Background: an optimization exercise with open tools, aiming at small area. Do not read the settings as production practice. Power figures rest on the tool's default switching activity, not on a simulated workload.

==> flow/design.v <==
module iic #(
    parameter CLK_MAIN = 50000000,
    parameter SCL_DIV = 800000,
    parameter MAX_IIC_SEND_BYTE = 2
)(
    input  wire clk,
    input  wire rst_n,
    input  wire iic_start,
    input  wire iic_read_now,
    input  wire [15:0] iic_send_cnt,
    input  wire [15:0] iic_read_cnt,
    input  wire [MAX_IIC_SEND_BYTE * 8 - 1 : 0] iic_cmd_pack,
    output reg iic_data_valid,
    output reg [7:0] iic_data,
    input wire iic_error_reset,
    output reg iic_error,
    output wire scl,
    output wire sda_oe,
    output wire sda_out,
    input  wire sda_in,
    input  wire [6:0] slave_address
);
    localparam [63:0] PHASE_INC_WIDE = (64'd1 << 32) * SCL_DIV / CLK_MAIN;
    localparam [29:0] INC = PHASE_INC_WIDE[31:2];
    localparam [3:0] IDLE    = 4'b0000,
                     R_ACK   = 4'b0001,
                     READ    = 4'b0010,
                     START   = 4'b1000,
                     SEND    = 4'b1001,
                     RESTART = 4'b1010,
                     W_ACK   = 4'b1011,
                     STOP    = 4'b1100,
                     STOP2   = 4'b1101;    
    reg [3:0] state;
    wire run = (state != IDLE) && (state != STOP2);
    reg  [29:0] acc;
    wire [30:0] acc_c;
    wire [29:0] acc_s;
    assign acc_c[0] = 1'b0;
    genvar gi;
    generate
        for (gi = 0; gi < 30; gi = gi + 1) begin : g_acc
            if (INC[gi]) begin : g_one
                assign acc_s[gi] = ~(acc[gi] ^ acc_c[gi]);
                assign acc_c[gi+1] = acc[gi] | acc_c[gi];
            end else begin : g_zero
                assign acc_s[gi] = acc[gi] ^ acc_c[gi];
                assign acc_c[gi+1] = acc[gi] & acc_c[gi];
            end
        end
    endgenerate
    wire [30:0] next_acc = {acc_c[30], acc_s};
    wire tick = next_acc[30];
    always @(posedge clk)
        acc <= run ? next_acc[29:0] : 30'd0;
    reg qt;
    always @(posedge clk)
        qt <= ~acc[29] & next_acc[29];
    reg scl_shadow;
    always @(posedge clk or negedge rst_n)
        if (!rst_n) scl_shadow <= 1'b1;
        else if (tick) scl_shadow <= ~scl_shadow;
    assign scl = scl_shadow;
    wire qh = qt & scl_shadow;
    wire ql = qt & ~scl_shadow;
    reg [7:0]  data_shift;
    reg [2:0]  bit_cnt;
    wire bit_last = (bit_cnt == 3'd0);
    reg [15:0] var_read_cnt;
    reg [1:0]  sendc;        
    reg        read_now;
    reg        restart_once;
    reg        sda_shadow;
    assign sda_oe = state[3];
    assign sda_out = sda_shadow;
    wire rcnt_step = (state == READ) && ql && bit_last;
    wire [16:0] rcnt_b;
    wire [15:0] rcnt_dec;
    assign rcnt_b[0] = rcnt_step;
    generate
        for (gi = 0; gi < 16; gi = gi + 1) begin : g_rc
            assign rcnt_dec[gi] = var_read_cnt[gi] ^ rcnt_b[gi];
            assign rcnt_b[gi+1] = ~var_read_cnt[gi] & rcnt_b[gi];
        end
    endgenerate
    wire rcnt_zero = rcnt_b[16];    
    always @(posedge clk)
        if (state != SEND && state != READ)
            bit_cnt <= 3'd7;
        else
            bit_cnt <= {bit_cnt[2] ^ (ql & ~bit_cnt[1] & ~bit_cnt[0]),
                        bit_cnt[1] ^ (ql & ~bit_cnt[0]),
                        bit_cnt[0] ^ ql};
    always @(posedge clk) begin
        var_read_cnt <= (state == IDLE) ? iic_read_cnt : rcnt_dec;
        if (state == IDLE) begin
            read_now     <= iic_read_now;
            sendc        <= iic_send_cnt[0] ? 2'd2 : 2'd1;
        end
        if (state == IDLE || state == STOP2)
            restart_once <= 1'b0;
        if (state == RESTART)
            restart_once <= 1'b1;
        if ((state == START && qh))
            data_shift <= {slave_address, 1'b0};
        if ((state == RESTART && qh))
            data_shift <= {slave_address, 1'b1};
        if (state == R_ACK && qh && !sda_in && sendc != 2'd0)
            data_shift <= (sendc == 2'd3) ? iic_cmd_pack[15:8] : iic_cmd_pack[7:0];
        if (state == R_ACK && ql && !iic_error && sendc != 2'd0)
            sendc <= (sendc == 2'd2) ? 2'd3 : 2'd0;
    end
    always @(posedge clk or negedge rst_n) begin
        if (!rst_n) begin
            state <= IDLE;
            sda_shadow <= 1'b1;
            iic_data_valid <= 1'b0;
            iic_data <= 8'd0;
            iic_error <= 1'b0;
        end else begin
            iic_data_valid <= (state == W_ACK) && qh;
            case (state)
                IDLE:
                    if (iic_error) begin
                        if (iic_error_reset) iic_error <= 1'b0;
                    end else if (iic_start)
                        state <= START;
                START: begin
                    if (qh) sda_shadow <= 1'b0;
                    if (ql) state <= SEND;
                end
                SEND: begin
                    sda_shadow <= data_shift[bit_cnt];
                    if (ql && bit_last) state <= R_ACK;
                end
                R_ACK: begin
                    if (qh) begin
                        if (sda_in) begin
                            iic_error <= 1'b1;
                            sda_shadow <= 1'b0;
                        end else if (sendc == 2'd0) begin
                            if (!read_now) sda_shadow <= 1'b0;
                            else if (!restart_once) sda_shadow <= 1'b1;
                        end
                    end
                    if (ql) begin
                        if (iic_error) state <= STOP;
                        else if (sendc != 2'd0) state <= SEND;
                        else if (!read_now) state <= STOP;
                        else if (restart_once) state <= READ;
                        else state <= RESTART;
                    end
                end
                READ: begin
                    if (qh) iic_data[bit_cnt] <= sda_in;
                    if (ql) begin
                        if (bit_last) begin
                            state <= W_ACK;
                            sda_shadow <= rcnt_zero;
                        end
                    end
                end
                W_ACK:
                    if (ql) begin
                        if (sda_shadow) begin    
                            sda_shadow <= 1'b0;
                            state <= STOP;
                        end else
                            state <= READ;
                    end
                RESTART: begin
                    if (qh) sda_shadow <= 1'b0;
                    if (ql) state <= SEND;
                end
                STOP:
                    if (qh) begin
                        sda_shadow <= 1'b1;
                        state <= STOP2;
                    end
                STOP2:
                    state <= IDLE;
                default: state <= IDLE;
            endcase
        end
    end
endmodule
Settings: LEC_CHECK=0, CAP_MARGIN=20, CORE_MARGIN=2, CORE_UTILIZATION=60, SLEW_MARGIN=20; clock period 20.0 ns.
standard.sh (not shown) runs the stock make flow with config.mk's settings and CLKGATE_MAP_FILE= SYNTH_SCRIPT=/design/flow/synth_recipe.tcl, a recipe that flattens the netlist after the stock synthesis.
==> flow/flow/run.sh <==
#!/bin/bash
# Own layout flow: the standard synthesis, then the combinational logic re-mapped
# with a stronger ABC script (registers untouched), then the standard ORFS layout
# with the port buffers made of the smallest buffer.
set -euo pipefail
W=$(pwd)
R=$W/orfs/results/$FLOW_PLATFORM/iic/base
LIB=$FLOW_HOME/platforms/$FLOW_PLATFORM/lib/sky130_fd_sc_hd__tt_025C_1v80.lib
YOSYS=yosys
[ -x "$FLOW_HOME/../tools/install/yosys/bin/yosys" ] && YOSYS=$FLOW_HOME/../tools/install/yosys/bin/yosys

bash standard.sh "$R/1_2_yosys.v" > synth_standard.log 2>&1
cp "$R/1_2_yosys.v" "$W/1_2_yosys_standard.v"

sed -e "s|@LIB@|$LIB|g" -e "s|@IN@|$W/1_2_yosys_standard.v|g" -e "s|@TOP@|$FLOW_TOP|g" \
    -e "s|@ABC@|$W/flow/reopt.abc|g" -e "s|@STAT@|$W/reopt_stat.txt|g" -e "s|@OUT@|$W/1_2_yosys_reopt.v|g" \
    flow/reopt.ys > reopt_run.ys
"$YOSYS" -s reopt_run.ys > reopt.log 2>&1
cp "$W/1_2_yosys_reopt.v" "$R/1_2_yosys.v"

CTS="-sink_clustering_enable -repair_clock_nets -dont_use_dummy_load -buf_list sky130_fd_sc_hd__clkbuf_4 -root_buf sky130_fd_sc_hd__clkbuf_4 -sink_clustering_size 12 -sink_clustering_max_diameter 50"
bash standard.sh BUFFER_PORTS_ARGS="-buffer_cell sky130_fd_sc_hd__buf_1" CTS_ARGS="$CTS" finish > layout.log 2>&1
==> flow/flow/reopt.abc <==
strash
&get -n
&deepsyn -T 60
&put
strash
&get -n
&dch -f
&nf -R 1000
&put
topo
==> flow/flow/reopt.ys <==
# Re-map the combinational logic of the standard synthesis netlist with a stronger
# ABC script. Registers (cell instances, names and types) are left untouched.
read_liberty -ignore_miss_func @LIB@
read_verilog @IN@
hierarchy -top @TOP@
setattr -mod -set keep_hierarchy 1 sky130_fd_sc_hd__df* sky130_fd_sc_hd__edf* sky130_fd_sc_hd__sdf* sky130_fd_sc_hd__dl*
flatten
opt_clean -purge
opt
abc -script @ABC@ -liberty @LIB@ -dont_use *probe* -dont_use *lpflow* -dont_use *clkbuf* -dont_use *clkinv* -dont_use *clkdly* -dont_use *dlygate* -dont_use *dlymetal* @TOP@
opt_clean -purge
setundef -zero
splitnets
opt_clean -purge
hilomap -singleton -hicell sky130_fd_sc_hd__conb_1 HI -locell sky130_fd_sc_hd__conb_1 LO
select @TOP@
tee -o @STAT@ stat -liberty @LIB@
write_verilog -noattr -nohex -nodec -selected @OUT@
The first run completed with no timing, DRC or antenna violations.
Next try:
--- a/flow/design.v
+++ b/flow/design.v
@@ -108,4 +108,6 @@
         if (state == R_ACK && qh && !sda_in && sendc != 2'd0)
             data_shift <= (sendc == 2'd3) ? iic_cmd_pack[15:8] : iic_cmd_pack[7:0];
+        if (state == SEND && ql)
+            data_shift <= {data_shift[6:0], 1'b0};
         if (state == R_ACK && ql && !iic_error && sendc != 2'd0)
             sendc <= (sendc == 2'd2) ? 2'd3 : 2'd0;
@@ -131,5 +133,5 @@
                 end
                 SEND: begin
-                    sda_shadow <= data_shift[bit_cnt];
+                    sda_shadow <= data_shift[7];
                     if (ql && bit_last) state <= R_ACK;
                 end
- fmax decreases by 3.7%
- die area goes down by 0.99%
- total power barely changes
- setup slack loses 0.20 ns
- global-route usage rises by 0.13 points
- first-iteration DRC count rose by 35%
- cell area fell by 1.0%
- worst hold slack loses 0.0032 ns
- sequential cell count is unchanged
- register-to-register slack is better by 0.15 ns
- cell count falls by 2.2%
- routed wire length barely changes
- sequential power hardly moves
No run of this note included a check of the RTL's function; only the layout flow was run.

-- separate check: timing with driven ports --
Ports are ideal in the flow. The routed layouts listed here were re-timed in OpenROAD.
Step 1 (the two cells are an assumption about what drives the block):
set clk [get_ports {clk}]
set_driving_cell -lib_cell sky130_fd_sc_hd__clkbuf_16 $clk
set_driving_cell -lib_cell sky130_fd_sc_hd__buf_2 [delete_from_list [all_inputs] $clk]
Step 2 times the ports against the registers' clock, not the clock port: input delays grow and output delays shrink by t, the midpoint of the rising clock arrivals with the driver on.
Three values: ideal ports, drivers, drivers and shift; two values: the first two.
run | shift t [ns] | slack for setup (ns) | worst setup path after step 2
the first run | 0.431 | 14.811 / 14.785 / 14.590 | input to register
the second run | 0.415 | 14.614 / 14.615 / 14.199 | input to register
After both steps setup and hold are still met in every run listed. The setup slack of the second run, which loses most, moves by +0.001 ns with the drivers and by -0.415 ns with both steps.
